This is an optimization exercise on Yosys and OpenROAD, whose aim is small area, not a production implementation. Where RTL was checked, it was by simulation tests only, not by an equivalence proof against the original. The clock input has no modelled driver; a real chip could not lean on it and would need a root buffer or a full tree. Power is estimated from default activity; no workload was simulated.

// mac_row
module mac_row (
    clk, reset, execute, load, a_select,
    nzero_weights_flat, w_indexes_flat,
    in_activation_flat, in_psum_flat, act_index_flat,
    final_psum_flat, load_out
);
    input clk, reset, execute, load, a_select;
    input [31:0] nzero_weights_flat;
    input [15:0] w_indexes_flat;
    input [7:0] in_activation_flat;
    input [79:0] in_psum_flat;
    input [3:0] act_index_flat;
    output [79:0] final_psum_flat;
    output load_out;
    reg execute_q, load_q;
    reg [3:0] a1, a2, w1_0, w1_1, w2_0, w2_1;
    reg [1:0] c1_0, c1_1, c2_0, c2_1;
    reg [19:0] psum0, psum1, psum2, psum3;
    wire [1:0] idx = a_select ? act_index_flat[3:2] : act_index_flat[1:0];
    wire [3:0] act = a_select ? in_activation_flat[7:4] : in_activation_flat[3:0];
    wire [3:0] oh = {4{execute}} & {idx == 2'd3, idx == 2'd2, idx == 2'd1, idx == 2'd0};
    wire hold = ~execute;
    wire [3:0] sw0, sw1;
    wire [1:0] sc0, sc1;
    genvar b;
    generate
        for (b = 0; b < 4; b = b + 1) begin : PW
            mac_pick u0 (.s(oh), .d({nzero_weights_flat[12+b], nzero_weights_flat[8+b], nzero_weights_flat[4+b], nzero_weights_flat[b]}), .h(hold), .q(w1_0[b]), .y(sw0[b]));
            mac_pick u1 (.s(oh), .d({nzero_weights_flat[28+b], nzero_weights_flat[24+b], nzero_weights_flat[20+b], nzero_weights_flat[16+b]}), .h(hold), .q(w1_1[b]), .y(sw1[b]));
        end
  ...
==> flow/config.mk <==
export PLATFORM = sky130hd
export DESIGN_NAME = mac_row
export DESIGN_NICKNAME = mac_row
export VERILOG_FILES = /design/flow/design.v
export SDC_FILE = /design/flow/constraint.sdc
export NUM_CORES = 4
export LEC_CHECK = 0
export CAP_MARGIN = 20
export CORE_MARGIN = 2
export CORE_UTILIZATION = 70
export SLEW_MARGIN = 20
export SYNTH_HIERARCHICAL = 1
==> flow/constraint.sdc <==
create_clock -name core_clock -period 8.0 [get_ports {clk}]
set_input_delay 1.6000 -clock core_clock [delete_from_list [all_inputs] [get_ports {clk}]]
set_output_delay 1.6000 -clock core_clock [all_outputs]
set_load 0.01 [all_outputs]
standard.sh (not shown) runs the stock make flow with config.mk's settings and CLKGATE_MAP_FILE= SYNTH_SCRIPT=/design/flow/synth_recipe.tcl, a recipe that flattens the netlist after the stock synthesis.
==> flow/flow/run.sh <==
#!/bin/bash
# Layout flow: the standard ORFS flow (standard.sh) with two changes:
#  - port buffers use the smallest buffer cell (buffer_ports -buffer_cell)
#  - the clock tree is built by flow/cts_tree.tcl instead of TritonCTS
set -euo pipefail
cd "$(dirname "$0")/.."
export BUFFER_PORTS_ARGS="-buffer_cell sky130_fd_sc_hd__buf_1"
export PRE_CTS_TCL="$PWD/flow/cts_tree.tcl"
export CLK_LEAVES=${CLK_LEAVES:-7}
export CLK_BUF=${CLK_BUF:-sky130_fd_sc_hd__clkbuf_8}
export CLK_ROOT_BUF=${CLK_ROOT_BUF:-sky130_fd_sc_hd__clkbuf_4}
bash standard.sh > standard.log 2>&1
Other scripts of this flow, unchanged in this note and not shown: flow/flow/cts_tree.tcl
Edit:
--- a/flow/design.v
+++ b/flow/design.v
@@ -128,21 +128,26 @@
     assign ad0[8] = g0_0 & q0[8];
     wire [19:0] sum0;
     wire [20:0] cy0;
     mac_ha a0_0 (.a(psum0[0]), .b(ad0[0]), .s(sum0[0]), .co(cy0[1]));
     generate
         for (j = 1; j < 9; j = j + 1) begin : ADD0
             mac_fa u (.a(psum0[j]), .b(ad0[j]), .c(cy0[j]), .s(sum0[j]), .co(cy0[j+1]));
         end
     endgenerate
+    assign cy0[15] = cy0[9] & (&psum0[14:9]);
     generate
         for (j = 9; j < 19; j = j + 1) begin : INC0
-            mac_ha u (.a(psum0[j]), .b(cy0[j]), .s(sum0[j]), .co(cy0[j+1]));
+            if (j != 14) begin : h
+                mac_ha u (.a(psum0[j]), .b(cy0[j]), .s(sum0[j]), .co(cy0[j+1]));
+            end else begin : x
+                assign sum0[j] = psum0[j] ^ cy0[j];
+            end
         end
     endgenerate
     assign sum0[19] = psum0[19] ^ cy0[19];
     wire [19:0] nx0;
     generate
         for (j = 0; j < 20; j = j + 1) begin : SEL0
             mac_sel u (.ld(ldv), .ad(adv), .d(in_psum_flat[20*0 + j]), .s(sum0[j]), .q(nx0[j]));
         end
     endgenerate
@@ -159,21 +164,26 @@
     assign ad1[8] = g0_1 & q0[8];
     wire [19:0] sum1;
     wire [20:0] cy1;
     mac_ha a1_0 (.a(psum1[0]), .b(ad1[0]), .s(sum1[0]), .co(cy1[1]));
     generate
         for (j = 1; j < 9; j = j + 1) begin : ADD1
             mac_fa u (.a(psum1[j]), .b(ad1[j]), .c(cy1[j]), .s(sum1[j]), .co(cy1[j+1]));
         end
     endgenerate
+    assign cy1[15] = cy1[9] & (&psum1[14:9]);
     generate
         for (j = 9; j < 19; j = j + 1) begin : INC1
-            mac_ha u (.a(psum1[j]), .b(cy1[j]), .s(sum1[j]), .co(cy1[j+1]));
+            if (j != 14) begin : h
+                mac_ha u (.a(psum1[j]), .b(cy1[j]), .s(sum1[j]), .co(cy1[j+1]));
+            end else begin : x
+                assign sum1[j] = psum1[j] ^ cy1[j];
+            end
         end
     endgenerate
     assign sum1[19] = psum1[19] ^ cy1[19];
     wire [19:0] nx1;
     generate
         for (j = 0; j < 20; j = j + 1) begin : SEL1
             mac_sel u (.ld(ldv), .ad(adv), .d(in_psum_flat[20*1 + j]), .s(sum1[j]), .q(nx1[j]));
         end
     endgenerate
@@ -190,21 +200,26 @@
     assign ad2[8] = g0_2 & q0[8];
     wire [19:0] sum2;
     wire [20:0] cy2;
     mac_ha a2_0 (.a(psum2[0]), .b(ad2[0]), .s(sum2[0]), .co(cy2[1]));
     generate
         for (j = 1; j < 9; j = j + 1) begin : ADD2
             mac_fa u (.a(psum2[j]), .b(ad2[j]), .c(cy2[j]), .s(sum2[j]), .co(cy2[j+1]));
         end
     endgenerate
+    assign cy2[15] = cy2[9] & (&psum2[14:9]);
     generate
         for (j = 9; j < 19; j = j + 1) begin : INC2
-            mac_ha u (.a(psum2[j]), .b(cy2[j]), .s(sum2[j]), .co(cy2[j+1]));
+            if (j != 14) begin : h
+                mac_ha u (.a(psum2[j]), .b(cy2[j]), .s(sum2[j]), .co(cy2[j+1]));
+            end else begin : x
+                assign sum2[j] = psum2[j] ^ cy2[j];
+            end
         end
     endgenerate
     assign sum2[19] = psum2[19] ^ cy2[19];
     wire [19:0] nx2;
     generate
         for (j = 0; j < 20; j = j + 1) begin : SEL2
             mac_sel u (.ld(ldv), .ad(adv), .d(in_psum_flat[20*2 + j]), .s(sum2[j]), .q(nx2[j]));
         end
     endgenerate
@@ -221,21 +236,26 @@
     assign ad3[8] = g0_3 & q0[8];
     wire [19:0] sum3;
     wire [20:0] cy3;
     mac_ha a3_0 (.a(psum3[0]), .b(ad3[0]), .s(sum3[0]), .co(cy3[1]));
     generate
         for (j = 1; j < 9; j = j + 1) begin : ADD3
             mac_fa u (.a(psum3[j]), .b(ad3[j]), .c(cy3[j]), .s(sum3[j]), .co(cy3[j+1]));
         end
     endgenerate
+    assign cy3[15] = cy3[9] & (&psum3[14:9]);
     generate
         for (j = 9; j < 19; j = j + 1) begin : INC3
-            mac_ha u (.a(psum3[j]), .b(cy3[j]), .s(sum3[j]), .co(cy3[j+1]));
+            if (j != 14) begin : h
+                mac_ha u (.a(psum3[j]), .b(cy3[j]), .s(sum3[j]), .co(cy3[j+1]));
+            end else begin : x
+                assign sum3[j] = psum3[j] ^ cy3[j];
+            end
         end
     endgenerate
     assign sum3[19] = psum3[19] ^ cy3[19];
     wire [19:0] nx3;
     generate
         for (j = 0; j < 20; j = j + 1) begin : SEL3
             mac_sel u (.ld(ldv), .ad(adv), .d(in_psum_flat[20*3 + j]), .s(sum3[j]), .q(nx3[j]));
         end
     endgenerate
Effect: Cell area barely changes; sequential share of layout area is about the same; register-to-register slack improves by 0.81 ns; clock power is about the same; worst setup slack improves by 0.81 ns; core utilization came out lower by 0.60 points; wire length came out higher by 4.7%; die area came out higher by 0.86%; via count came out higher by 2.2%; clock skew barely changes; final cell count came out higher by 0.86%; sequential power is about the same; combinational power came out lower by about 4%.
For the first run of this note, only the layout was checked, not whether the RTL still works. No run of this note takes its clock network from TritonCTS; it comes from the design's own scripts or RTL.

-- separate check: timing with driven ports --
How much do the figures lean on ideal ports? The routed layouts below were timed once more, with nothing changed but the port constraints.
Step 1: set_driving_cell puts a clkbuf_16 on clk and a buf_2 on each other input, an assumption about the parent block.
Step 2 adds t to the input delays and takes it off the output delays; t is the mean of the earliest and latest rising clock arrival at the registers after step 1. Input paths then give back, and output paths get back, about the clock's delay inside the block.
Three values: ideal, step 1, step 2; two values: the first two.
| run | t, ns | slack for setup (ns) | cell pins on the clock port's net |
|---|---|---|---|
| the first run | 0.500 | 0.297 / 0.297 / 0.297 | 1 |
| the second run | 0.494 | 1.105 / 1.105 / 1.105 | 1 |
After both steps every run listed still meets setup and hold.
